From an optimization exercise on the open Yosys and OpenROAD flow, aimed at small area; shortcuts taken in it are not production practice. The RTL was checked by simulation tests, not by an equivalence proof against the original design. No driver is modelled on the clock port, so clock power and skew are understated where the tree is cut down; a real chip needs a root buffer or a tree. Power is estimated from default activity; no workload was simulated.

06-04:
==> flow/design.v (excerpt) <==
module spi_master
(
input               clk             ,
input               rst_n           ,
output              SPI4wire_SCK    ,
output              SPI4wire_CS_N   ,
output              SPI4wire_MOSI   ,
input               SPI4wire_MISO   ,
input   [15:0]      par_freq_div    ,
input   [7:0]       par_adr_sclknum ,
input   [7:0]       par_dat_sclknum ,
input               par_cpha        ,
input               par_cpol        ,
input               tx_tvalid       ,
input   [31:0]      tx_tdata        ,
output              tx_tready       ,
output              rx_tvalid       ,
output  [31:0]      rx_tdata
);
Size in the first run: roughly 310 cells after synthesis, ~110 I/O pins, about 3100 um2 of cells after synthesis.
export LEC_CHECK = 0
export CAP_MARGIN = 20
export CORE_MARGIN = 2
export CORE_UTILIZATION = 40
export SLEW_MARGIN = 20
create_clock -name core_clock -period 6.0 [get_ports {clk}]
standard.sh (not shown) runs the stock make flow with config.mk's settings and CLKGATE_MAP_FILE= SYNTH_SCRIPT=/design/flow/synth_recipe.tcl, a recipe that flattens the netlist after the stock synthesis.
==> flow/flow/run.sh <==
#!/bin/bash
# Standard ORFS layout (standard.sh) with three changes:
#  - synthesis maps logic with an area-oriented ABC script (flow/area.abc);
#    everything else in the synthesis script is the standard flow's own synth_recipe.tcl
#  - port buffers use buf_1
#  - CTS without dummy loads and with larger sink clusters
set -euo pipefail
W=$PWD
{ head -1 synth_recipe.tcl
  echo "proc abc {args} { set i [lsearch \$args -script]; lset args [expr {\$i+1}] $W/flow/area.abc; yosys abc {*}\$args }"
  tail -n +2 synth_recipe.tcl; } > area_synth.tcl
export BUFFER_PORTS_ARGS="-buffer_cell sky130_fd_sc_hd__buf_1"
export CTS_ARGS="-sink_clustering_enable -repair_clock_nets -dont_use_dummy_load ${CTS_EXTRA:-}"
bash standard.sh SYNTH_SCRIPT=$W/area_synth.tcl finish > standard_flow.log 2>&1
==> flow/flow/area.abc <==
strash
&get -n
&fraig -x
&put
scorr
dc2
strash
dc2
dc2
&get -n
&dch -f
&nf -R 1000
&put
06-04 finished every stage and its layout cleared the timing, design-rule and antenna checks.
--- input diff 06-04..09-23 ---
--- a/flow/flow/run.sh
+++ b/flow/flow/run.sh
@@ -12,3 +12,3 @@
 export BUFFER_PORTS_ARGS="-buffer_cell sky130_fd_sc_hd__buf_1"
-export CTS_ARGS="-sink_clustering_enable -repair_clock_nets -dont_use_dummy_load ${CTS_EXTRA:-}"
+export CTS_ARGS="-sink_clustering_enable -repair_clock_nets -dont_use_dummy_load"
 bash standard.sh SYNTH_SCRIPT=$W/area_synth.tcl finish > standard_flow.log 2>&1
Notes after the runs:
Worst path arrival time: 06-04 vs 09-23 — no meaningful difference
~same final wirelength in 09-23 and 06-04
As far as area used by multi-input combinational logic goes, 09-23 and 06-04 are indistinguishable; the numbers are identical.
There was hardly any difference in global-route wire length before repair between 06-04 and 09-23.
As far as proportion of cell area occupied by multi-input gates goes, 09-23 and 06-04 are indistinguishable; the numbers are identical.
~same hold-fix buffer count after cts in 09-23 and 06-04

== v6 ==
spi_master again, from the RTL that the note above started with.
export LEC_CHECK = 0
export CAP_MARGIN = 20
export CORE_MARGIN = 2
export CORE_UTILIZATION = 40
export SLEW_MARGIN = 20
create_clock -name core_clock -period 6.0 [get_ports {clk}]
==> flow/flow/run.sh <==
#!/bin/bash
# Standard ORFS layout (standard.sh) with three changes:
#  - synthesis maps logic with an area-oriented ABC script (flow/area.abc);
#    everything else in the synthesis script is the standard flow's own synth_recipe.tcl
#  - port buffers use buf_1
#  - CTS without dummy loads and with larger sink clusters
set -euo pipefail
W=$PWD
{ head -1 synth_recipe.tcl
  echo "proc abc {args} { set i [lsearch \$args -script]; lset args [expr {\$i+1}] $W/flow/area.abc; yosys abc {*}\$args }"
  tail -n +2 synth_recipe.tcl; } > area_synth.tcl
export BUFFER_PORTS_ARGS="-buffer_cell sky130_fd_sc_hd__buf_1"
export CTS_ARGS="-sink_clustering_enable -repair_clock_nets -dont_use_dummy_load -sink_clustering_size 64 -sink_clustering_max_diameter 200 -buf_list {sky130_fd_sc_hd__clkbuf_4 sky130_fd_sc_hd__clkbuf_8 sky130_fd_sc_hd__clkbuf_16}"
bash standard.sh SYNTH_SCRIPT=$W/area_synth.tcl finish > standard_flow.log 2>&1
Scripts as last shown in full above: flow/flow/area.abc
v6 did not stop at any stage, and its layout met the timing, design-rule and antenna checks.
The inputs of v7 differ from those of v6 as listed below.
- CORE_UTILIZATION: 40 -> 65
==> flow/flow/run.sh <==
#!/bin/bash
# Standard ORFS layout (standard.sh) with these changes:
#  - synthesis maps logic with an area-oriented ABC script (flow/area.abc);
#    everything else in the synthesis script is the standard flow's own synth_recipe.tcl
#  - port buffers use buf_1
#  - CTS with clkbuf_4 only and no dummy loads; afterwards leaf buffers whose
#    flip-flops see a slow clock edge are upsized to clkbuf_8 (flow/post_cts.tcl)
set -euo pipefail
W=$PWD
{ head -1 synth_recipe.tcl
  echo "proc abc {args} { set i [lsearch \$args -script]; lset args [expr {\$i+1}] $W/flow/area.abc; yosys abc {*}\$args }"
  tail -n +2 synth_recipe.tcl; } > area_synth.tcl
export BUFFER_PORTS_ARGS="-buffer_cell sky130_fd_sc_hd__buf_1"
export CTS_ARGS="-sink_clustering_enable -repair_clock_nets -dont_use_dummy_load -buf_list {sky130_fd_sc_hd__clkbuf_4}"
export POST_CTS_TCL=$W/flow/post_cts.tcl
bash standard.sh SYNTH_SCRIPT=$W/area_synth.tcl finish > standard_flow.log 2>&1
==> flow/flow/post_cts.tcl (new file) <==
# After CTS: upsize each leaf clock buffer (one that drives flip-flops) whose
# flip-flop clock pins see a slew above the threshold, then re-legalize.
proc upsize_leaf_clock_buffers { limit_ns bigger } {
  estimate_parasitics -placement
  set n 0
  foreach inst [[ord::get_db_block] getInsts] {
    set m [[$inst getMaster] getName]
    if {![string match sky130_fd_sc_hd__clkbuf_* $m] || $m == $bigger} continue
    set net [[$inst findITerm X] getNet]
    set worst 0.0
    set flops 0
    foreach pin [get_pins -of_objects [get_nets [$net getName]]] {
      if {[get_property $pin direction] != "input"} continue
      if {[get_property $pin name] != "CLK"} continue
      incr flops
      set s [get_property $pin slew_max]
      if {$s > $worst} { set worst $s }
    }
    puts "clock buffer [$inst getName] $m drives $flops flip-flops, worst clock-pin slew $worst"
    if {$flops > 0 && $worst > $limit_ns} {
      $inst swapMaster [[ord::get_db] findMaster $bigger]
      incr n
    }
  }
  puts "upsized $n clock buffers"
  if {$n > 0} {
    detailed_placement
    estimate_parasitics -placement
  }
}
upsize_leaf_clock_buffers 0.095 sky130_fd_sc_hd__clkbuf_8
### Flow results
In summary, v7 completed successfully, with a layout that passed the timing, design-rule and antenna checks. The fraction of the cycle the final worst path needs in v7 sits 1.6 points below the value recorded for v6. Global-route usage: v7 and v6 compared, lower one is v6. The higher ratio of total power to cell area of v7 and v6 is in v6. [compare] base=v6 new=v7: share of the core filled with cells in the final layout went up, power lost about 5.6%, area of the die decreased about 37%, routed wire length went down, clock period minus final worst setup slack shrank by 0.096 ns.

The RTL this note starts from:
==> flow/design.v <==
module spi_master
(
input               clk             ,
input               rst_n           ,
output              SPI4wire_SCK    ,
output              SPI4wire_CS_N   ,
output              SPI4wire_MOSI   ,
input               SPI4wire_MISO   ,
input   [15:0]      par_freq_div    ,
input   [7:0]       par_adr_sclknum ,
input   [7:0]       par_dat_sclknum ,
input               par_cpha        ,
input               par_cpol        ,
input               tx_tvalid       ,
input   [31:0]      tx_tdata        ,
output              tx_tready       ,
output              rx_tvalid       ,
output  [31:0]      rx_tdata
);
localparam I1 = 3'b000, I0 = 3'b001, IR = 3'b010, FN = 3'b011,
           L1 = 3'b100, LD = 3'b101, RN = 3'b111;
reg [2:0]  state;
reg        sck;
reg [14:0] half_cnt;    
reg        half;        
reg [5:0]  bit_cnt;     
reg [31:0] shreg;
reg        mosi;
reg        flag;
wire [5:0] sclk_num = par_adr_sclknum[5:0] + par_dat_sclknum[5:0];
wire       tready   = (state == I1);
wire       rvalid   = (state == IR);
wire       cs_n     = ~(state[2] & state[0]);
wire       accept   = tx_tvalid & tready;
wire       idle     = ~state[2] & ~(state[1] & state[0]);
wire       active   = state[2];    
wire       term     = (half_cnt[14:1] == 14'd0) & (half_cnt[0] ^ (half & par_freq_div[0]));
wire       ev_mid   = active & term & ~half;
wire       ev_end   = active & term & half;
wire       last_end = bit_cnt[5] & ~bit_cnt[0];           
wire       in_bits  = state[2] & state[1] & (half ? ~last_end : ~bit_cnt[5]);
wire       sample   = in_bits & (par_cpha ? ev_end : ev_mid);
wire       tx_step  = ~bit_cnt[5] & (par_cpha ? ev_mid : ev_end);
assign SPI4wire_SCK  = sck;
assign SPI4wire_CS_N = cs_n;
assign SPI4wire_MOSI = mosi;
assign tx_tready     = tready;
assign rx_tvalid     = rvalid;
assign rx_tdata      = shreg;
always @(posedge clk or negedge rst_n)
begin
    if (!rst_n) begin
        state  <= I0;
        sck    <= 1'b0;
    end else begin
        case (state)
        I0, IR: state <= I1;
        I1: if (tx_tvalid) state <= L1;
        L1: state <= LD;
        LD: if (ev_end) state <= RN;
        RN: if (ev_end & last_end) state <= FN;
        FN: state <= flag ? IR : I0;
        default: state <= I0;
        endcase
        if (idle)
            sck <= par_cpol;
        else if (term & in_bits)
            sck <= ~sck;
    end
end
always @(posedge clk)
begin
    if (~active | term)
        half_cnt <= par_freq_div[15:1];
    else
        half_cnt <= half_cnt - 1'b1;
    half <= active & (half ^ term);
    if (idle)
        bit_cnt <= sclk_num;
    else if (ev_mid)
        bit_cnt <= bit_cnt - 1'b1;
end
wire [3:0]  t2 = {1'b0, sclk_num[1] & sclk_num[0], sclk_num[1], sclk_num[1] | sclk_num[0]};
wire [7:0]  t3 = {t2 & {4{sclk_num[2]}}, t2 | {4{sclk_num[2]}}};
wire [15:0] t4 = {t3 & {8{sclk_num[3]}}, t3 | {8{sclk_num[3]}}};
wire        hi = sclk_num[5] | sclk_num[4];
wire [31:0] keep = {(t4 & {16{sclk_num[4]}}) | {16{sclk_num[5]}}, t4 | {16{hi}}};
integer i;
always @(posedge clk)
begin
    if (accept) begin
        for (i = 0; i < 32; i = i + 1)
            shreg[i] <= tx_tdata[i] & keep[31 - i];
        flag <= tx_tdata[31];
    end else if (sample)
        shreg <= {shreg[30:0], SPI4wire_MISO};
    if ((state[2] & ~state[1]) | tx_step)
        mosi <= shreg[31];
end
endmodule
==> flow/config.mk <==
export PLATFORM = sky130hd
export DESIGN_NAME = spi_master
export DESIGN_NICKNAME = spi_master
export VERILOG_FILES = /design/flow/design.v
export SDC_FILE = /design/flow/constraint.sdc
export NUM_CORES = 4
export LEC_CHECK = 0
export CAP_MARGIN = 20
export CORE_MARGIN = 2
export CORE_UTILIZATION = 65
export GPL_TIMING_DRIVEN = 0
export SLEW_MARGIN = 20
==> flow/constraint.sdc <==
create_clock -name core_clock -period 6.0 [get_ports {clk}]
set_input_delay 1.2000 -clock core_clock [delete_from_list [all_inputs] [get_ports {clk}]]
set_output_delay 1.2000 -clock core_clock [all_outputs]
set_load 0.01 [all_outputs]
==> flow/flow/run.sh <==
#!/bin/bash
# Standard ORFS layout (standard.sh) with these changes:
#  - synthesis maps logic with an area-oriented ABC script (flow/area.abc) and
#    leaves adders to ABC (ADDER_MAP_FILE empty); everything else in the
#    synthesis script is the standard flow's own synth_recipe.tcl
#  - port buffers use buf_1
#  - CTS, then the clock tree is rebuilt as four buffers driven by the clock
#    port, one per cluster of flip-flops (flow/post_cts.tcl)
#  - repair_design may not use buffers above buf_4 (flow/pre_resize.tcl), and
#    afterwards cells are downsized where no limit or timing needs them
#    (flow/post_resize.tcl)
set -euo pipefail
W=$PWD
{ head -1 synth_recipe.tcl
  echo "proc abc {args} { set i [lsearch \$args -script]; lset args [expr {\$i+1}] $W/flow/area.abc; yosys abc {*}\$args }"
  tail -n +2 synth_recipe.tcl; } > area_synth.tcl
export BUFFER_PORTS_ARGS="-buffer_cell sky130_fd_sc_hd__buf_1"
export CTS_ARGS="-sink_clustering_enable -repair_clock_nets -dont_use_dummy_load -buf_list {sky130_fd_sc_hd__clkbuf_4}"
export POST_CTS_TCL=$W/flow/post_cts.tcl
export PRE_RESIZE_TCL=$W/flow/pre_resize.tcl
export POST_RESIZE_TCL=$W/flow/post_resize.tcl
bash standard.sh SYNTH_SCRIPT=$W/area_synth.tcl ADDER_MAP_FILE= finish > standard_flow.log 2>&1
==> flow/flow/area.abc <==
strash
&get -n
&fraig -x
&put
scorr
dc2
strash
balance -l; resub -K 6 -l; rewrite -l; resub -K 6 -N 2 -l; refactor -l; resub -K 8 -l; balance -l; resub -K 8 -N 2 -l; rewrite -l; resub -K 10 -l; rewrite -z -l; resub -K 10 -N 2 -l; balance -l; resub -K 12 -l; refactor -z -l; resub -K 12 -N 2 -l; rewrite -z -l; balance -l
&get -n
&deepsyn -T 30
&put
&get -n
&dch -f
&nf -R 1000
&put
==> flow/flow/downsize.tcl <==
# Greedy downsizing: swap each combinational cell (largest first) to the
# smallest cell of its family that leaves no max slew, max capacitance or max
# fanout violation and keeps the worst setup slack at least $min_slack ns.
proc downsize_cells { min_slack } {
  set db [ord::get_db]
  set block [ord::get_db_block]
  set libs [$db getLibs]
  # family -> masters sorted by area
  set fam [dict create]
  foreach lib $libs {
    foreach m [$lib getMasters] {
      set n [$m getName]
      if {![regexp {^(sky130_fd_sc_hd__[a-z0-9]+)_([0-9]+)$} $n -> base drive]} continue
      dict lappend fam $base [list [expr {[$m getWidth] * [$m getHeight]}] $n]
    }
  }
  set cands {}
  foreach inst [$block getInsts] {
    set m [$inst getMaster]
    set n [$m getName]
    if {[$inst isFixed]} continue
    if {![regexp {^(sky130_fd_sc_hd__[a-z0-9]+)_([0-9]+)$} $n -> base drive]} continue
    if {[string match *df* $base] || [string match *clk* $base] || [string match *tap* $base] || [string match *fill* $base] || [string match *decap* $base] || [string match *conb* $base]} continue
    lappend cands [list [expr {[$m getWidth] * [$m getHeight]}] $inst $base]
  }
  set cands [lsort -real -decreasing -index 0 $cands]
  set saved 0
  foreach c $cands {
    lassign $c area inst base
    set cur [[$inst getMaster] getName]
    foreach opt [lsort -real -index 0 [dict get $fam $base]] {
      lassign $opt oarea oname
      if {$oarea >= $area} break
      set m [$db findMaster $oname]
      if {$m == "NULL"} continue
      $inst swapMaster $m
      if {[sta::max_slew_violation_count] == 0 && [sta::max_capacitance_violation_count] == 0 && [sta::max_fanout_violation_count] == 0 && [sta::worst_slack_cmd max] >= $min_slack * 1e-9} {
        set saved [expr {$saved + $area - $oarea}]
        set cur $oname
        break
      }
      $inst swapMaster [$db findMaster $cur]
    }
  }
  puts "downsize_cells: saved [expr {$saved / 1e6}] um2"
}
==> flow/flow/post_resize.tcl <==
# After repair_design: give back drive strength that the design does not need.
source [file dirname [info script]]/downsize.tcl
downsize_cells 0.5
==> flow/flow/pre_resize.tcl <==
# Before repair_design: keep its slew/capacitance buffers small.
set_dont_use {sky130_fd_sc_hd__buf_6 sky130_fd_sc_hd__buf_8 sky130_fd_sc_hd__buf_12 sky130_fd_sc_hd__buf_16}
Other scripts of this flow, unchanged in this note and not shown: flow/flow/post_cts.tcl, flow/flow/rebuild_clock.tcl
Edit:
--- a/flow/flow/run.sh
+++ b/flow/flow/run.sh
@@ -8,5 +8,2 @@
 #    port, one per cluster of flip-flops (flow/post_cts.tcl)
-#  - repair_design may not use buffers above buf_4 (flow/pre_resize.tcl), and
-#    afterwards cells are downsized where no limit or timing needs them
-#    (flow/post_resize.tcl)
 set -euo pipefail
@@ -20,3 +17,2 @@
 export PRE_RESIZE_TCL=$W/flow/pre_resize.tcl
-export POST_RESIZE_TCL=$W/flow/post_resize.tcl
 bash standard.sh SYNTH_SCRIPT=$W/area_synth.tcl ADDER_MAP_FILE= finish > standard_flow.log 2>&1
removed: flow/flow/downsize.tcl
removed: flow/flow/post_resize.tcl
=> The new run completed with no timing, DRC or antenna violations; worst hold slack got worse by 0.013 ns; design area came out higher by 0.88%; routed wire length came out higher by 0.32%; sequential cell count does not change; synthesized area does not change; global-route usage barely changes; via count came out lower by 0.81%; worst setup slack got worse by 0.013 ns; final cell count stays the same; core utilization came out higher by 0.69 points.
Edit:
--- a/flow/flow/run.sh
+++ b/flow/flow/run.sh
@@ -2,5 +2,4 @@
 # Standard ORFS layout (standard.sh) with these changes:
-#  - synthesis maps logic with an area-oriented ABC script (flow/area.abc) and
-#    leaves adders to ABC (ADDER_MAP_FILE empty); everything else in the
-#    synthesis script is the standard flow's own synth_recipe.tcl
+#  - synthesis maps logic with an area-oriented ABC script (flow/area.abc);
+#    everything else in the synthesis script is the standard flow's own synth_recipe.tcl
 #  - port buffers use buf_1
@@ -16,3 +15,2 @@
 export POST_CTS_TCL=$W/flow/post_cts.tcl
-export PRE_RESIZE_TCL=$W/flow/pre_resize.tcl
-bash standard.sh SYNTH_SCRIPT=$W/area_synth.tcl ADDER_MAP_FILE= finish > standard_flow.log 2>&1
+bash standard.sh SYNTH_SCRIPT=$W/area_synth.tcl finish > standard_flow.log 2>&1
==> flow/flow/area.abc (replaced) <==
strash
&get -n
&fraig -x
&put
scorr
dc2
strash
dc2
dc2
&get -n
&dch -f
&nf -R 1000
&put
GPL_TIMING_DRIVEN = not set   (was 0)
removed: flow/flow/pre_resize.tcl
What happened: Worst setup slack is better by 0.83 ns; die area came out higher by 4.5%; cell area came out higher by 3.3%; power came out higher by 69%; sequential cell count does not change; worst hold slack is better by 0.021 ns.
Edit:
GPL_TIMING_DRIVEN = 0   (was not set)
Result:
- The changed run went through all stages and came out clean
- die area is unchanged
- total power increases by 1.8%
- final area stays flat
- fmax shrinks by 3.3%
- clock skew grows by 0.011 ns
- clock power grows by about 10%
- via count came out higher by 0.33%
- sequential share of layout area grows by 0.13 points
- setup slack loses 0.13 ns
- routed wire length went up by 6.7%
- hold slack improves by 0.0079 ns
No run of this note takes its clock network from TritonCTS; it comes from the design's own scripts or RTL.

-- what the ideal ports hide --
How much do the figures lean on ideal ports? The routed layouts below were timed once more, with nothing changed but the port constraints. Step 1, drivers: a clkbuf_16 drives clk and a buf_2 each remaining input, both assumed. Step 2 times the ports against the registers' clock, not the clock port: input delays grow and output delays shrink by t, the midpoint of the rising clock arrivals with the driver on. Three values: no drivers, after step 1, after step 2; two values: the first two.
run | t, ns | setup WS [ns] | latest minus earliest clock arrival (ns)
06-04 | 0.352 | 2.230 / 2.240 / 1.888 | 0.021 / 0.021
09-23 | 0.352 | 2.230 / 2.240 / 1.888 | 0.021 / 0.021
v6 | 0.352 | 2.230 / 2.240 / 1.888 | 0.021 / 0.021
v7 | 0.430 | 2.327 / 2.337 / 1.906 | 0.026 / 0.027
the first run of note 3 | 0.205 | 1.342 / 1.378 / 1.173 | 0.016 / 0.016
the second run of note 3 | 0.211 | 1.329 / 1.373 / 1.162 | 0.014 / 0.015
the third run of note 3 | 0.206 | 2.162 / 2.195 / 1.989 | 0.014 / 0.015
the fourth run of note 3 | 0.201 | 2.030 / 2.071 / 1.870 | 0.025 / 0.025
After both steps setup and hold are still met in every run listed. The setup slack of v7, which loses most, moves by +0.010 ns with the drivers and by -0.421 ns with both steps.
